What follows belongs to an exercise in optimizing a design on an open flow for small area; a production flow would make more cautious choices. The RTL was checked by simulation tests, not by an equivalence proof against the original design. Power is estimated from default activity; no workload was simulated.

$ cat design/flow/config.mk
export PLATFORM = sky130hd
export DESIGN_NAME = MSDFDotProductModule
export DESIGN_NICKNAME = MSDFDotProductModule
export VERILOG_FILES = /design/flow/design.v
export SDC_FILE = /design/flow/constraint.sdc
export NUM_CORES = 4
export LEC_CHECK = 0
export CAP_MARGIN = 20
export CORE_MARGIN = 2
export CORE_UTILIZATION = 40
export CTS_BUF_LIST = sky130_fd_sc_hd__clkbuf_4 sky130_fd_sc_hd__clkbuf_8
export CTS_CLUSTER_SIZE = 30
export SLEW_MARGIN = 20
$ cat design/flow/constraint.sdc
create_clock -name core_clock -period 8.0 [get_ports {clk}]
set_input_delay 1.6000 -clock core_clock [delete_from_list [all_inputs] [get_ports {clk}]]
set_output_delay 1.6000 -clock core_clock [all_outputs]
set_load 0.01 [all_outputs]
$ cat design/flow/design.v
module msdf_conv(
    input  [1:0] d,
    input  [8:0] eq,       
    input  [8:0] keep,     
    input  [8:0] gt,       
    input        lo,       
    input        start,
    input  [8:0] hi,       
    input        lz,       
    output [8:0] hi_nxt,   
    output       lz_nxt
);
  wire pos = (d == 2'b10);
  wire neg = (d == 2'b01);
  wire nz  = pos | neg;
  wire [9:0] z;
  assign z[0] = lz;
  genvar n;
  generate
    for (n = 0; n < 9; n = n + 1) begin : g
      assign z[n+1] = z[n] & ~hi[n];
      wire kh  = keep[n] & hi[n];
      wire khx = keep[n] & (hi[n] ^ (gt[n] & z[n]));
      assign hi_nxt[n] = (eq[n] & nz) | (neg ? khx : kh);
    end
  endgenerate
  assign lz_nxt = (start | lz) & ~(nz & lo);
endmodule
module msdf_fa(input a, input b, input c, output s, output co);
  assign s = a ^ b ^ c;
  assign co = (a & b) | (a & c) | (b & c);
endmodule
module msdf_mul(
    input         start,
    input  [1:0]  x,       
    input  [1:0]  y,       
    input  [8:0]  av,      
    input  [8:0]  bv,      
    input  [12:1] s,       
    input  [10:1] c,       
    output [12:1] s_nxt,
    output [10:1] c_nxt,
    output [1:0]  p        
);
  wire xpos = (x == 2'b10), xneg = (x == 2'b01);
  wire ypos = (y == 2'b10), yneg = (y == 2'b01);
  wire ybpos = ypos & ~start, ybneg = yneg & ~start;
  wire [13:0] ia = start ? 14'd0 : {s[12], s, 1'b0};
  wire [13:0] id = start ? 14'd0 : {3'd0, c, 1'b0};
  wire [13:0] ib;
  genvar n;
  generate
    for (n = 0; n < 9; n = n + 1) begin : bsel
      assign ib[n] = av[n] ? ybpos : ybneg;
    end
  endgenerate
  assign ib[13:9] = {5{ybneg}};
  wire [13:0] ic = xneg ? ~{5'd0, bv} : xpos ? {5'd0, bv} : 14'd0;
  wire [9:0] s1, t1, o, t2;
  wire [9:0] t1s = {t1[8:0], yneg};
  generate
    for (n = 0; n < 10; n = n + 1) begin : fa
      msdf_fa f1(.a(ia[n]), .b(ib[n]), .c(ic[n]), .s(s1[n]), .co(t1[n]));
      msdf_fa f2(.a(s1[n]), .b(id[n]), .c(t1s[n]), .s(o[n]), .co(t2[n]));
    end
  endgenerate
  wire [9:0] co = {t2[8:0], xneg};
  wire s0, c1, h0, h1, f0, f1;
  msdf_fa fe1(.a(ia[10]), .b(id[10]), .c(~xneg), .s(s0), .co(c1));
  assign h0 = s0 ^ ~ybneg;
  assign h1 = s0 & ~ybneg;
  msdf_fa fe2(.a(h0), .b(t1[9]), .c(t2[9]), .s(f0), .co(f1));
  wire g1 = c1 | h1 | ia[11];                                    
  wire g2 = (c1 & h1) | (c1 & ia[11]) | (h1 & ia[11]);           
  wire g3 = c1 & h1 & ia[11];                                    
  wire gp = c1 ^ h1 ^ ia[11];                                    
  wire k2 = g2 | (f1 & g1);
  wire k4 = f1 & g3;
  wire sp = ia[12] ? k4 : k2;
  wire sn = ia[12] & ~k2;
  wire [1:0] e = {~(f1 ^ gp), f0};
  assign p = {sp, sn};
  assign s_nxt = {e[1:0], o[9:0]};
  assign c_nxt = co;
endmodule
module MSDFDotProductModule(input clk, input reset,
    input [1:0] io_a_3,
    input [1:0] io_a_2,
    input [1:0] io_a_1,
    input [1:0] io_a_0,
    input [1:0] io_b_3,
    input [1:0] io_b_2,
    input [1:0] io_b_1,
    input [1:0] io_b_0,
    input  io_start,
    output[1:0] io_c
);
  reg  [3:0] cnt;
  wire [3:0] j = io_start ? 4'd0 : cnt;
  always @(posedge clk) cnt <= j + {3'd0, j != 4'd15};
  wire [8:0] eq, gt, keep;
  genvar n;
  generate
    for (n = 0; n < 9; n = n + 1) begin : dec
      assign eq[n]   = (j == 4'd8 - n);
      assign gt[n]   = (j >  4'd8 - n);
      assign keep[n] = ~eq[n] & ~io_start;
    end
  endgenerate
  wire lo = (j >= 4'd9);
  wire [1:0] xa [0:3];
  wire [1:0] yb [0:3];
  assign xa[0] = io_a_0; assign xa[1] = io_a_1; assign xa[2] = io_a_2; assign xa[3] = io_a_3;
  assign yb[0] = io_b_0; assign yb[1] = io_b_1; assign yb[2] = io_b_2; assign yb[3] = io_b_3;
  wire [1:0] m [0:3];
  genvar i;
  generate
    for (i = 0; i < 4; i = i + 1) begin : pr
      reg  [8:0]  qa, qb;
      reg         la, lb;
      reg  [12:1] rs;
      reg  [10:1] rc;
      wire [8:0]  qa_nxt, qb_nxt;
      wire        la_nxt, lb_nxt;
      wire [12:1] rs_nxt;
      wire [10:1] rc_nxt;
      msdf_conv ca(.d(xa[i]), .eq(eq), .keep(keep), .gt(gt), .lo(lo), .start(io_start),
                   .hi(qa), .lz(la), .hi_nxt(qa_nxt), .lz_nxt(la_nxt));
      msdf_conv cb(.d(yb[i]), .eq(eq), .keep(keep), .gt(gt), .lo(lo), .start(io_start),
                   .hi(qb), .lz(lb), .hi_nxt(qb_nxt), .lz_nxt(lb_nxt));
      msdf_mul mu(.start(io_start), .x(xa[i]), .y(yb[i]), .av(qa), .bv(qb_nxt),
                  .s(rs), .c(rc), .s_nxt(rs_nxt), .c_nxt(rc_nxt), .p(m[i]));
      always @(posedge clk) begin
        qa <= qa_nxt; la <= la_nxt;
        qb <= qb_nxt; lb <= lb_nxt;
        rs <= rs_nxt; rc <= rc_nxt;
      end
    end
  endgenerate
  wire f4 = (j == 4'd4);    
  wire f6 = (j == 4'd6);    
  reg r51, r49, r32, r39, r37, r16, r17, r2, r234;
  wire fo0 = m[0][1] ^ ~m[0][0] ^ m[1][1];
  wire fc0 = (m[0][1] & ~m[0][0]) | (m[0][1] & m[1][1]) | (~m[0][0] & m[1][1]);
  wire g1 = r51 & ~r49, p1 = r51 | ~r49;
  wire fc1 = g1 | (p1 & fc0);
  wire fo1 = r51 ^ ~r49 ^ fc0;
  wire fo2 = m[2][1] ^ ~m[2][0] ^ m[3][1];
  wire fc2 = (m[2][1] & ~m[2][0]) | (m[2][1] & m[3][1]) | (~m[2][0] & m[3][1]);
  wire fo3 = r39 ^ ~r37 ^ fc2;
  wire fc3 = (r39 & ~r37) | (r39 & fc2) | (~r37 & fc2);
  wire z01 = f4 | fc1;      
  wire z23n = ~f4 & ~fc3;
  wire g4 = r32 & r16, p4 = r32 | r16;
  wire fo4 = r32 ^ z01 ^ r16;
  wire g5 = r17 & ~r2, p5 = r17 | ~r2;
  wire fc5 = g5 | (p5 & g4) | (p5 & p4 & f4) | (p5 & p4 & g1) | (p5 & p4 & p1 & fc0);
  wire fo5 = r17 ^ ~r2 ^ (g4 | (p4 & z01));
  always @(posedge clk) begin
    r51 <= fo0; r49 <= m[1][0];
    r39 <= fo2; r37 <= m[3][0];
    r32 <= fo1; r16 <= fo3;
    if (reset) begin
      r17 <= 1'b0; r2 <= 1'b1; r234 <= 1'b0;
    end else begin
      r17 <= fo4; r2 <= z23n; r234 <= fo5;
    end
  end
  assign io_c = {r234, ~f6 & ~fc5};
endmodule
$ cat design/flow/flow/run.sh
#!/bin/bash
# The standard layout (standard.sh: ORFS synthesis and all later steps),
# with three changes to how the layout is made:
#  - synthesis maps the logic with an area-oriented ABC script
#    (flow/abc_area.script) instead of ORFS's delay-oriented one; everything
#    else in synthesis (registers, their names and cells) is unchanged.  ORFS's
#    scripts are copied to ./orfs_scripts and only abc_speed.script is replaced.
#  - buffer_ports builds the port buffers from sky130_fd_sc_hd__buf_1 cells
#    instead of the delay cells it picks by default (repair may resize them).
#  - CTS does not add dummy loads.
# The output of make (all ORFS steps) goes to make_finish.log; each step's own
# log stays in orfs/logs/.
set -euo pipefail
cd "$(dirname "${BASH_SOURCE[0]}")/.."
rm -rf orfs_scripts
cp -r "$FLOW_HOME/scripts" orfs_scripts
cp flow/abc_area.script orfs_scripts/abc_speed.script
export SCRIPTS_DIR="$PWD/orfs_scripts"
export BUFFER_PORTS_ARGS="-buffer_cell sky130_fd_sc_hd__buf_1"
export CTS_ARGS="-sink_clustering_enable -repair_clock_nets -sink_clustering_size 30 -sink_clustering_max_diameter 150 -buf_list {sky130_fd_sc_hd__clkbuf_4 sky130_fd_sc_hd__clkbuf_8} -dont_use_dummy_load"
bash standard.sh finish > make_finish.log 2>&1
$ cat design/flow/flow/abc_area.script
&get -n
&st
&dch
&nf -R 0 -p
&st
&syn2
&dch
&nf -R 0 -p
&st
&syn2
&dch
&nf -R 0 -p
&put
$ cat design/flow/standard.sh
#!/bin/bash
# synth_recipe.tcl (not shown) runs the flow's synth.tcl, then flattens the netlist and writes it again
# the make line also repeats each setting of config.mk as NAME=value (left out here)
make -C /OpenROAD-flow-scripts/flow DESIGN_CONFIG=/design/flow/config.mk WORK_HOME=/design/flow/orfs CLKGATE_MAP_FILE= SYNTH_SCRIPT=/design/flow/synth_recipe.tcl "${@:-finish}"
==> impl_metrics.json, run 1 <==
{
  "status": "timing/DRC/antenna clean",
  "die_area_mm2": 0.0256,
  "layout_min_cycle_time_ns": 7.61,
  "crit_type": "input pin to output pin",
  "crit_cells": 23,
  "synth.most_common_cell": "dfxtp_1",
  "portBuffers": 20,
  "cp.arrival_ns": 6.01,
  "start_util_pct": 40.4,
  "netlist_top_cells_area": "dfxtp_1 37%, fa_1 18%, ha_1 5.4%, nor2b_1 5.3%, xnor2_1 5.2%",
  "intPower_mw": 1.68,
  "n_fill_cell": 2387,
  "stdcell_count": 1297,
  "r2r_slack_ns": 2.65,
  "clockBufferDepth": 2,
  "grt_pass1_wl_um": 35500,
  "multi_input_area_mm2": 0.00592,
  "drt_iter0_drc": 439,
  "antenna_cells": 0,
  "crit_path_end_kind": "output pin",
  "dr.pass1.iters": 5,
  "routabilityCongestion": 0.824,
  "setup_violations": 0,
  "leakage_nw": 4.03,
  "crit_top_cell": "fa_1",
  "grt.total_usage_pct": 17.3,
  "netlist.area_leader.share_pct": 37.2,
  "cpPeakStageDelay_ns": 0.47,
  "fin_setup_tns_ns": 0,
  "post_drt_wl_per_cell_um": 16.1,
  "max_cap_violations": 0,
  "cts_tree": "yes",
  "synth_nets": 1077,
  "synth_area_per_cell_um2": 10.5,
  "drive_gt1_share_pct": 3.39,
  "placedCellCount": 1280,
  "p_sw_mw": 0.843,
  "ys_warn_count": 1,
  "finalMaxSlewViolations": 0,
  "drt_wl_total_um": 20800,
  "crit_chain": "buf_1 -> clkinv_1 -> ha_1 -> nand4bb_1 -> nor4_2 -> nor4b_1 -> xnor2_1 -> mux2i_1 -> mux2_1 -> fa_1 -> clkinv_1 -> fa_1 -> clkinv_1 -> fa_1 -> and3_1 -> mux2i_1 -> fa_1 -> nor2_1 -> a211oi_1 -> a21oi_1 -> o21ai_0 -> and3b_1 -> buf_1",
  "placed_area_mm2": 0.0103,
  "worstMarginPinSlew_ns": 0.953,
  "power_density_mw_per_mm2": 239,
  "worst-path-max-fanout": 4,
  "vias": 6581,
  "fmax_ghz": 0.131,
  "synth-async-reset-ratio_pct": 0,
  "clk_root_buffer_cell": "clkbuf_8",
  "synth_edf_count": 0,
  "die_y_um": 160,
  "start_kind": "input pin",
  "grt_pass1_vias": 6730,
  "via_per_inst": 5.07,
  "synth_common_cells": "181 x dfxtp_1, 89 x fa_1, 83 x nor2b_1",
  "ios": 21,
  "ys_ff_latch": 181,
  "fin_crit_sh_pct": 95.1,
  "drc": 0,
  "overflow": 0,
  "worst_ir_drop_vdd_uv": 93.2,
  "finalHoldViolCount": 0,
  "fin_nets": 1125,
  "clk_pin_slew_worst_paths_ns": 0.08,
  "fp.coreArea_mm2": 0.0241,
  "slew_headroom_pct": 36.5,
  "fin_util_pct": 43.8,
  "fin_skew_ns": 0.0321,
  "area_growth_pct": 8.30,
  "syn_area_mm2": 0.00975,
  "clockPowerShare_pct": 19.0,
  "min_path_type": "register to register",
  "cts_sinks": 181,
  "rows": 57,
  "numCtsBuffers": 17,
  "grt_max_degree": 65,
  "design_area_mm2": 0.0106,
  "hpwl_um": 15100,
  "postRouteAntennaNets": 0,
  "clkLatencyLatePin_ns": 0.45,
  "p_sw_share_pct": 33.4,
  "antenna_found_initial": 0,
  "critPathBufInv": 5,
  "synth_top_area_cell": "dfxtp_1",
  "ys_seq_area_share_pct": 37.2,
  "crit_required_ns": 6.40,
  "ys_types": 38,
  "die_w_um": 160,
  "hold_ws_ns": 0.483,
  "pwr-share-comb_pct": 33.5,
  "power_frac_seq_pct": 47.5,
  "area.sequential_mm2": 0.00362,
  "cts_max_level": 4,
  "worst-r2r-cell-count": 21,
  "crit_family": "adder cells",
  "ys.flop_type": "dfxtp_1",
  "hold_depth": 2,
  "syn_inst": 927,
  "critPathSlowestCell": "fa_1"
}
## layer usage
| layer | up-vias | share of wire, % | GRT usage (%) |
|---|---|---|---|
| met3 | 17 | 3.3 | 3.17 |
| li1 | 3243 | - | - |
| met1 | 3205 | 48 | 23.5 |
| met2 | 116 | 47 | 28.6 |
| met4 | 0 | 1.1 | 4.42 |
| met5 | - | 0 | 0 |
## path summary, 6_finish.rpt
path,start,end
hold / removal,pr[3].rs[12]$_DFF_P_,r37$_DFF_P_
setup / recovery,io_b_0[1],io_c[0]
hold reg to reg,pr[3].rs[12]$_DFF_P_,r37$_DFF_P_
setup reg to reg,cnt[3]$_DFF_P_,r234$_SDFF_PP0_
## flip-flops by register name, summed over array words and instances (netlist names)
register	count
r51	1
r234	1
pr.rs	48
pr.qb	36
r32	1
r37	1
pr.lb	4
r17	1
cnt	4
pr.rc	40
r39	1
r16	1
pr.qa	36
r49	1
r2	1
pr.la	4
## cell type report
| cell class | instances | share of cell area [%] |
|---|---|---|
| flip-flops and latches | 181 | 34.3 |
| repair buffers | 30 | 1.46 |
| inverters | 59 | 2.10 |
| multi-input cells | 686 | 56.1 |
| clock buffers | 17 | 2.22 |
| well taps | 324 | 3.84 |
## stage by stage
step	worst slack [ns]	power [mW]
floorplan	0.415	1.85
detailed placement	0.106	2.08
finish	0.393	2.53
global placement	0.252	2.07
global route	-0.00980	2.75
CTS	0.0971	2.56
## power groups by stage
| stage | Sequential (mW) | Clock [mW] | Combinational, mW |
|---|---|---|---|
| floorplan | 1.20 | 0 | 0.652 |
| global placement | 1.22 | 0 | 0.848 |
| detailed placement | 1.22 | 0 | 0.858 |
| CTS | 1.20 | 0.494 | 0.868 |
| global route | 1.23 | 0.531 | 0.996 |
| finish | 1.20 | 0.480 | 0.847 |
## layout by cell type, fill, tap and decap left out, types with 19 or more instances in the layout
master / Yosys / routed
nand2b_1: 30 / 30
mux2_1: 36 / 36
nor2b_1: 83 / 82
o22ai_1: 64 / 64
clkinv_1: 59 / 59
fa_1: 89 / 89
dfxtp_1: 181 / 181
ha_1: 42 / 42
nor2_1: 78 / 78
xnor2_1: 58 / 58
buf_1: 0 / 19
nand2_1: 27 / 27
a21oi_1: 45 / 45
nor3_1: 28 / 28
## repair_timing
item	CTS	global route
buffers inserted	0	0
hold buffers	0	0
resized for setup	0	4
setup endpoints to repair	0	1
hold endpoints to repair	0	0
## logic make-up (layout without fill, tap and decap cells)
family          after synthesis  in the layout  share of synthesized area [%]
compound gates              134            134                           8.29
xor+xnor                     72             72                           6.47
fa+ha+maj                   131            131                           23.7
buf+inv                      60            106                           2.35
flops                       181            181                           37.2
mux                          46             46                           5.19
simple gates                303            303                           16.9
## worst min-delay path, delay by kind of cell (launching register included)
kind             cells  cell delay, ns
DFF                  1            0.31
and+or+nand+nor      2            0.13
==> inputs of run 2 (changes only) <==
--- a/design/flow/flow/run.sh
+++ b/design/flow/flow/run.sh
@@ -18,4 +18,4 @@
 export SCRIPTS_DIR="$PWD/orfs_scripts"
 export BUFFER_PORTS_ARGS="-buffer_cell sky130_fd_sc_hd__buf_1"
-export CTS_ARGS="-sink_clustering_enable -repair_clock_nets -sink_clustering_size 30 -sink_clustering_max_diameter 150 -buf_list {sky130_fd_sc_hd__clkbuf_4 sky130_fd_sc_hd__clkbuf_8} -dont_use_dummy_load"
+export CTS_ARGS="-sink_clustering_enable -repair_clock_nets -sink_clustering_size 30 -sink_clustering_levels 1 -balance_levels -buf_list {sky130_fd_sc_hd__clkbuf_4 sky130_fd_sc_hd__clkbuf_8} -dont_use_dummy_load"
 bash standard.sh finish > make_finish.log 2>&1
==> impl_metrics.json, run 2 <==
{
  "status": "timing/DRC/antenna clean",
  "synth.most_common_cell": "dfxtp_1",
  "fin_nets": 1125,
  "hold_depth": 2,
  "placedCellCount": 1280,
  "fp.coreArea_mm2": 0.0241,
  "power_density_mw_per_mm2": 239,
  "crit_top_cell": "fa_1",
  "grt_pass1_vias": 6730,
  "final_common_cell": "dfxtp_1",
  "synth_edf_count": 0,
  "netlist_top_cells_area": "dfxtp_1 37%, fa_1 18%, ha_1 5.4%, nor2b_1 5.3%, xnor2_1 5.2%",
  "fin_skew_ns": 0.0321,
  "via_per_inst": 5.07,
  "antenna_found_initial": 0,
  "start_kind": "input pin",
  "cts_sinks": 181,
  "grt_max_degree": 65,
  "r2r_end": "r234$_SDFF_PP0_",
  "syn_area_mm2": 0.00975,
  "worst-r2r-cell-count": 21,
  "whs_endpoint": "r37$_DFF_P_",
  "die_area_mm2": 0.0256,
  "clkLatencyLatePin_ns": 0.45,
  "hpwl_um": 15100,
  "die_w_um": 160,
  "slew_headroom_pct": 36.5,
  "min_from": "pr[3].rs[12]$_DFF_P_",
  "crit_chain": "buf_1 -> clkinv_1 -> ha_1 -> nand4bb_1 -> nor4_2 -> nor4b_1 -> xnor2_1 -> mux2i_1 -> mux2_1 -> fa_1 -> clkinv_1 -> fa_1 -> clkinv_1 -> fa_1 -> and3_1 -> mux2i_1 -> fa_1 -> nor2_1 -> a211oi_1 -> a21oi_1 -> o21ai_0 -> and3b_1 -> buf_1",
  "synth-async-reset-ratio_pct": 0,
  "ys_ff_latch": 181,
  "r2r_slack_ns": 2.65,
  "dr.pass1.iters": 5,
  "drt_wl_total_um": 20800,
  "final_cell_mix": "181 x dfxtp_1, 89 x fa_1, 82 x nor2b_1",
  "ys.flop_type": "dfxtp_1",
  "worst_slack_ns": 0.393,
  "multi_input_area_mm2": 0.00592,
  "setup_violations": 0,
  "synth_top_area_cell": "dfxtp_1",
  "synth_common_cells": "181 x dfxtp_1, 89 x fa_1, 83 x nor2b_1",
  "clk_root_buffer_cell": "clkbuf_8",
  "cts_tree": "yes",
  "grt_pass1_wl_um": 35500,
  "layout_min_cycle_time_ns": 7.61,
  "leakage_nw": 4.03,
  "routabilityCongestion": 0.824,
  "numCtsBuffers": 17,
  "worst_ir_drop_vdd_uv": 93.2,
  "area.sequential_mm2": 0.00362,
  "rows": 57,
  "fin_util_pct": 43.8,
  "place_ws_ns": 0.106,
  "clk_pin_slew_worst_paths_ns": 0.08,
  "ios": 21,
  "largest_reg_flops": 48,
  "critPathBufInv": 5,
  "crit_type": "input pin to output pin",
  "clockBufferDepth": 2,
  "grt.total_usage_pct": 17.3,
  "crit_family": "adder cells",
  "n_fill_cell": 2387,
  "cts_setup_buffers": 0,
  "area_growth_pct": 8.30,
  "hold_ws_ns": 0.483,
  "cts_max_level": 4,
  "min_path_type": "register to register",
  "r2r-start": "cnt[3]$_DFF_P_",
  "worstMarginPinSlew_ns": 0.953,
  "die_y_um": 160,
  "crit_required_ns": 6.40,
  "reg_top3": "pr.rs (48), pr.rc (40)",
  "antenna_cells": 0,
  "cpPeakStageDelay_ns": 0.47,
  "netlist.area_leader.share_pct": 37.2,
  "fin_crit_sh_pct": 95.1,
  "cp.arrival_ns": 6.01,
  "postRouteAntennaNets": 0,
  "fmax_ghz": 0.131,
  "syn_inst": 927,
  "critPathSlowestCell": "fa_1",
  "post_drt_wl_per_cell_um": 16.1,
  "drc": 0,
  "finalHoldViolCount": 0,
  "synth_area_per_cell_um2": 10.5,
  "overflow": 0,
  "top_register": "pr.rs",
  "drt_iter0_drc": 439,
  "ctsHoldBuffers": 0,
  "portBuffers": 20,
  "crit_path_end_kind": "output pin",
  "ctsResizeCount": 0,
  "worst-path-max-fanout": 4,
  "start_util_pct": 40.4,
  "stdcell_count": 1297,
  "drive_gt1_share_pct": 3.39,
  "synth_nets": 1077,
  "ys_seq_area_share_pct": 37.2,
  "finalMaxSlewViolations": 0,
  "ys_types": 38,
  "max_cap_violations": 0,
  "vias": 6581,
  "ys_warn_count": 1
}
## run 2: cell counts after synthesis
No cell type changed its count.
## run 2: per-stage QoR
step	instance area, µm²	total power [mW]	TNS, ns
floorplan	9750	1.85	0
global placement	10300	2.07	0
detailed placement	10300	2.08	0
CTS	10500	2.56	0
global route	10600	2.75	-0.00980
finish	10600	2.53	0
## run 2: how the worst max path moves through the flow
stage,startpoint,end,slack [ns],cells after the start
5_1_grt,io_b_0[1],io_c[0],-0.01,23
2_1_floorplan,io_start,io_c[0],0.42,18
3_5_place_dp,io_start,io_c[0],0.11,22
3_3_place_gp,io_start,io_c[0],0.25,22
6_report,io_b_0[1],io_c[0],0.39,23
4_1_cts,io_start,io_c[0],0.1,22
## run 2: worst min-delay path, stage by stage, from the launching register on
cell and delay, ns:
dfxtp_1 0.31, nand2b_1 0.08, nor2_1 0.05
## run 2: metal layers
layer	vias to the layer above	wire length, µm	global-route usage [%]	share of wire, %
met5	-	0	0	0
met1	3205	10000	23.5	48
met4	0	239	4.42	1.1
li1	3243	-	-	-
met3	17	694	3.17	3.3
met2	116	9880	28.6	47
## run 2: layout make-up
type | instances | share of cell area [%]
well taps | 324 | 3.84
multi-input cells | 686 | 56.1
inverters | 59 | 2.10
clock buffers | 17 | 2.22
repair buffers | 30 | 1.46
flip-flops and latches | 181 | 34.3
## run 2: where the power goes
| part | switching, mW | total, mW | leakage, nW | internal [mW] |
|---|---|---|---|---|
| sequential | 0.0891 | 1.20 | 1.49 | 1.11 |
| clock | 0.291 | 0.480 | 0.122 | 0.189 |
| combinational | 0.463 | 0.847 | 2.42 | 0.384 |
## run 2: cells by family after synthesis
group,after synthesis,share of synthesized area [%]
fa+ha+maj,131,23.7
compound gates,134,8.29
xor+xnor,72,6.47
buf+inv,60,2.35
simple gates,303,16.9
flops,181,37.2
mux,46,5.19
==> inputs of run 3 (changes only) <==
--- a/design/flow/flow/run.sh
+++ b/design/flow/flow/run.sh
@@ -2,6 +2,9 @@
 # The standard layout (standard.sh: ORFS synthesis and all later steps),
 # with three changes to how the layout is made:
-#  - synthesis maps the logic with an area-oriented ABC script
-#    (flow/abc_area.script) instead of ORFS's delay-oriented one; everything
+#  - synthesis maps the logic with flow/abc_area.script instead of ORFS's
+#    abc_speed.script: three rounds of choice computation and &nf mapping with
+#    area recovery, without the SOP balancing (&if -g) and the buffering and
+#    upsizing against the clock period that ORFS's script does (ORFS passes
+#    the period in ns where abc reads ps, so those aim at 8 ps).  Everything
 #    else in synthesis (registers, their names and cells) is unchanged.  ORFS's
 #    scripts are copied to ./orfs_scripts and only abc_speed.script is replaced.
@@ -18,4 +21,4 @@
 export SCRIPTS_DIR="$PWD/orfs_scripts"
 export BUFFER_PORTS_ARGS="-buffer_cell sky130_fd_sc_hd__buf_1"
-export CTS_ARGS="-sink_clustering_enable -repair_clock_nets -sink_clustering_size 30 -sink_clustering_levels 1 -balance_levels -buf_list {sky130_fd_sc_hd__clkbuf_4 sky130_fd_sc_hd__clkbuf_8} -dont_use_dummy_load"
+export CTS_ARGS="-sink_clustering_enable -repair_clock_nets -sink_clustering_size 30 -buf_list {sky130_fd_sc_hd__clkbuf_4 sky130_fd_sc_hd__clkbuf_8} -dont_use_dummy_load"
 bash standard.sh finish > make_finish.log 2>&1
==> impl_metrics.json, run 3 <==
{
  "status": "timing/DRC/antenna clean",
  "crit_required_ns": 6.40,
  "fin_nets": 1125,
  "synth_edf_count": 0,
  "ys_seq_area_share_pct": 37.2,
  "crit_path_end_kind": "output pin",
  "cts_max_level": 4,
  "intPower_mw": 1.68,
  "fmax_ghz": 0.131,
  "n_fill_cell": 2387,
  "rows": 57,
  "antenna_cells": 0,
  "final_common_cell": "dfxtp_1",
  "largest_reg_flops": 48,
  "p_sw_share_pct": 33.4,
  "clk_pin_slew_worst_paths_ns": 0.08,
  "r2r-start": "cnt[3]$_DFF_P_",
  "pwr-share-comb_pct": 33.5,
  "synth_fa_ha_area_share_pct": 23.7,
  "grt.total_usage_pct": 17.3,
  "drc": 0,
  "top_register": "pr.rs",
  "routabilityCongestion": 0.824,
  "fin_skew_ns": 0.0321,
  "ys_types": 38,
  "r2r_slack_ns": 2.65,
  "dr.pass1.iters": 5,
  "die_w_um": 160,
  "finalHoldViolCount": 0,
  "reg_top3": "pr.rs (48), pr.rc (40)",
  "hold_ws_ns": 0.483,
  "r2r_end": "r234$_SDFF_PP0_",
  "whs_endpoint": "r37$_DFF_P_",
  "synth_top_area_cell": "dfxtp_1",
  "ys_ff_latch": 181,
  "worst_ir_drop_vdd_uv": 93.2,
  "area_growth_pct": 8.30,
  "worst_slack_ns": 0.393,
  "fp.coreArea_mm2": 0.0241,
  "ios": 21,
  "worstMarginPinSlew_ns": 0.953,
  "p_sw_mw": 0.843,
  "hpwl_um": 15100,
  "cts_sinks": 181,
  "ctsResizeCount": 0,
  "start_kind": "input pin",
  "clk_root_buffer_cell": "clkbuf_8",
  "fin_crit_sh_pct": 95.1,
  "syn_inst": 927,
  "synth_top_family_by_area": "adder cells",
  "cts_setup_buffers": 0,
  "min_from": "pr[3].rs[12]$_DFF_P_",
  "worst-r2r-cell-count": 21,
  "drt_wl_total_um": 20800,
  "vias": 6581,
  "post_drt_wl_per_cell_um": 16.1,
  "setup_violations": 0,
  "leakage_nw": 4.03,
  "start_util_pct": 40.4,
  "netlist.area_leader.share_pct": 37.2,
  "yosys.area_share.simple_pct": 16.9,
  "finalMaxSlewViolations": 0,
  "netlist_top_cells_area": "dfxtp_1 37%, fa_1 18%, ha_1 5.4%, nor2b_1 5.3%, xnor2_1 5.2%",
  "overflow": 0,
  "via_per_inst": 5.07,
  "die_y_um": 160,
  "numCtsBuffers": 17,
  "grt_pass1_vias": 6730,
  "grt_max_degree": 65,
  "layout_min_cycle_time_ns": 7.61,
  "synth_area_per_cell_um2": 10.5,
  "worst-path-max-fanout": 4,
  "hold_depth": 2,
  "grt_pass1_wl_um": 35500,
  "crit_type": "input pin to output pin",
  "postRouteAntennaNets": 0,
  "clkLatencyLatePin_ns": 0.45,
  "clockPowerShare_pct": 19.0,
  "ys.flop_type": "dfxtp_1",
  "drt_iter0_drc": 439,
  "synth_nets": 1077,
  "synth_common_cells": "181 x dfxtp_1, 89 x fa_1, 83 x nor2b_1",
  "min_path_type": "register to register",
  "antenna_found_initial": 0,
  "die_area_mm2": 0.0256,
  "final_cell_mix": "181 x dfxtp_1, 89 x fa_1, 82 x nor2b_1",
  "synth-async-reset-ratio_pct": 0,
  "slew_headroom_pct": 36.5,
  "clockBufferDepth": 2,
  "synthMuxAreaShare_pct": 5.19,
  "synth_xor_area_share_pct": 6.47,
  "ys_warn_count": 1,
  "place_ws_ns": 0.106,
  "max_cap_violations": 0,
  "portBuffers": 20,
  "power_frac_seq_pct": 47.5,
  "cp.arrival_ns": 6.01,
  "power_density_mw_per_mm2": 239,
  "syn_area_mm2": 0.00975,
  "ctsHoldBuffers": 0,
  "synth.most_common_cell": "dfxtp_1",
  "cts_tree": "yes",
  "drive_gt1_share_pct": 3.39,
  "fin_util_pct": 43.8,
  "synth_compound_area_share_pct": 8.29
}
[run 3: cell counts after synthesis]
No cell type changed its count.
[run 3: how the worst max path moves through the flow]
stage,cells after the start,slack (ns),endpoint,start
2_1_floorplan,18,0.42,io_c[0],io_start
4_1_cts,22,0.1,io_c[0],io_start
5_1_grt,23,-0.01,io_c[0],io_b_0[1]
3_5_place_dp,22,0.11,io_c[0],io_start
3_3_place_gp,22,0.25,io_c[0],io_start
6_report,23,0.39,io_c[0],io_b_0[1]
[run 3: area by class of cell]
class	count	area (µm²)	share of cell area (%)
Clock buffer	17	234	2.22
Sequential cell	181	3620	34.3
Inverter	59	221	2.10
Multi-Input combinational cell	686	5920	56.1
Tap cell	324	405	3.84
Timing Repair Buffer	30	154	1.46
[run 3: routing by layer]
metal,GRT usage [%],share of wire [%],vias up
li1,-,-,3243
met1,23.5,48,3205
met2,28.6,47,116
met3,3.17,3.3,17
met4,4.42,1.1,0
met5,0,0,-
[run 3: critical path: stages]
cell	delay, ns
buf_1	0.09
clkinv_1	0.04
ha_1	0.23
nand4bb_1	0.22
nor4_2	0.26
nor4b_1	0.34
xnor2_1	0.10
mux2i_1	0.20
mux2_1	0.38
fa_1	0.43
clkinv_1	0.07
fa_1	0.16
clkinv_1	0.08
fa_1	0.47
and3_1	0.17
mux2i_1	0.19
fa_1	0.23
nor2_1	0.05
a211oi_1	0.20
a21oi_1	0.08
o21ai_0	0.10
and3b_1	0.16
buf_1	0.15
[run 3: kinds of logic after synthesis]
logic type               Yosys count
XOR/XNOR                          72
buffers and inverters             60
AO/OA/AOI/OAI                    134
AND/OR/NAND/NOR                  303
flip-flops                       181
adder cells (fa/ha/maj)          131
multiplexers                      46
[run 3: through the flow]
step                cells  setup TNS (ns)  cell area [µm²]  total power [mW]
finish               1297               0            10600              2.53
global route         1297        -0.00980            10600              2.75
detailed placement   1280               0            10300              2.08
floorplan             927               0             9750              1.85
global placement     1280               0            10300              2.07
CTS                  1297               0            10500              2.56
[run 3: power groups by stage]
stage	clock (mW)	combinational [mW]	sequential, mW
floorplan	0	0.652	1.20
global placement	0	0.848	1.22
detailed placement	0	0.858	1.22
CTS	0.494	0.868	1.20
global route	0.531	0.996	1.23
finish	0.480	0.847	1.20

## separate check: timing with driven ports
In the flow no input, the clock included, has a driving cell. The finished layouts below were timed again as built, in two steps. Step 1 sets driving cells, clkbuf_16 on the clock port and buf_2 on the other inputs (assumed; they add their load-dependent delay and slew). Step 2 adds t to the input delays and takes it off the output delays; t is the mean of the earliest and latest rising clock arrival at the registers after step 1. Input paths then give back, and output paths get back, about the clock's delay inside the block. a / b / c = no drivers / after step 1 / after step 2; a / b = the first two.
run | shift t [ns] | slack for setup (ns) | clock arrival spread, ns | worst slew at a driven data input, ns | cell pins on the clock port's net
run 1 | 0.480 | 0.393 / 0.372 / 0.372 | 0.032 / 0.032 | 0.03 | 1
run 2 | 0.480 | 0.393 / 0.372 / 0.372 | 0.032 / 0.032 | 0.03 | 1
run 3 | 0.480 | 0.393 / 0.372 / 0.372 | 0.032 / 0.032 | 0.03 | 1
After both steps every run listed still meets setup and hold.
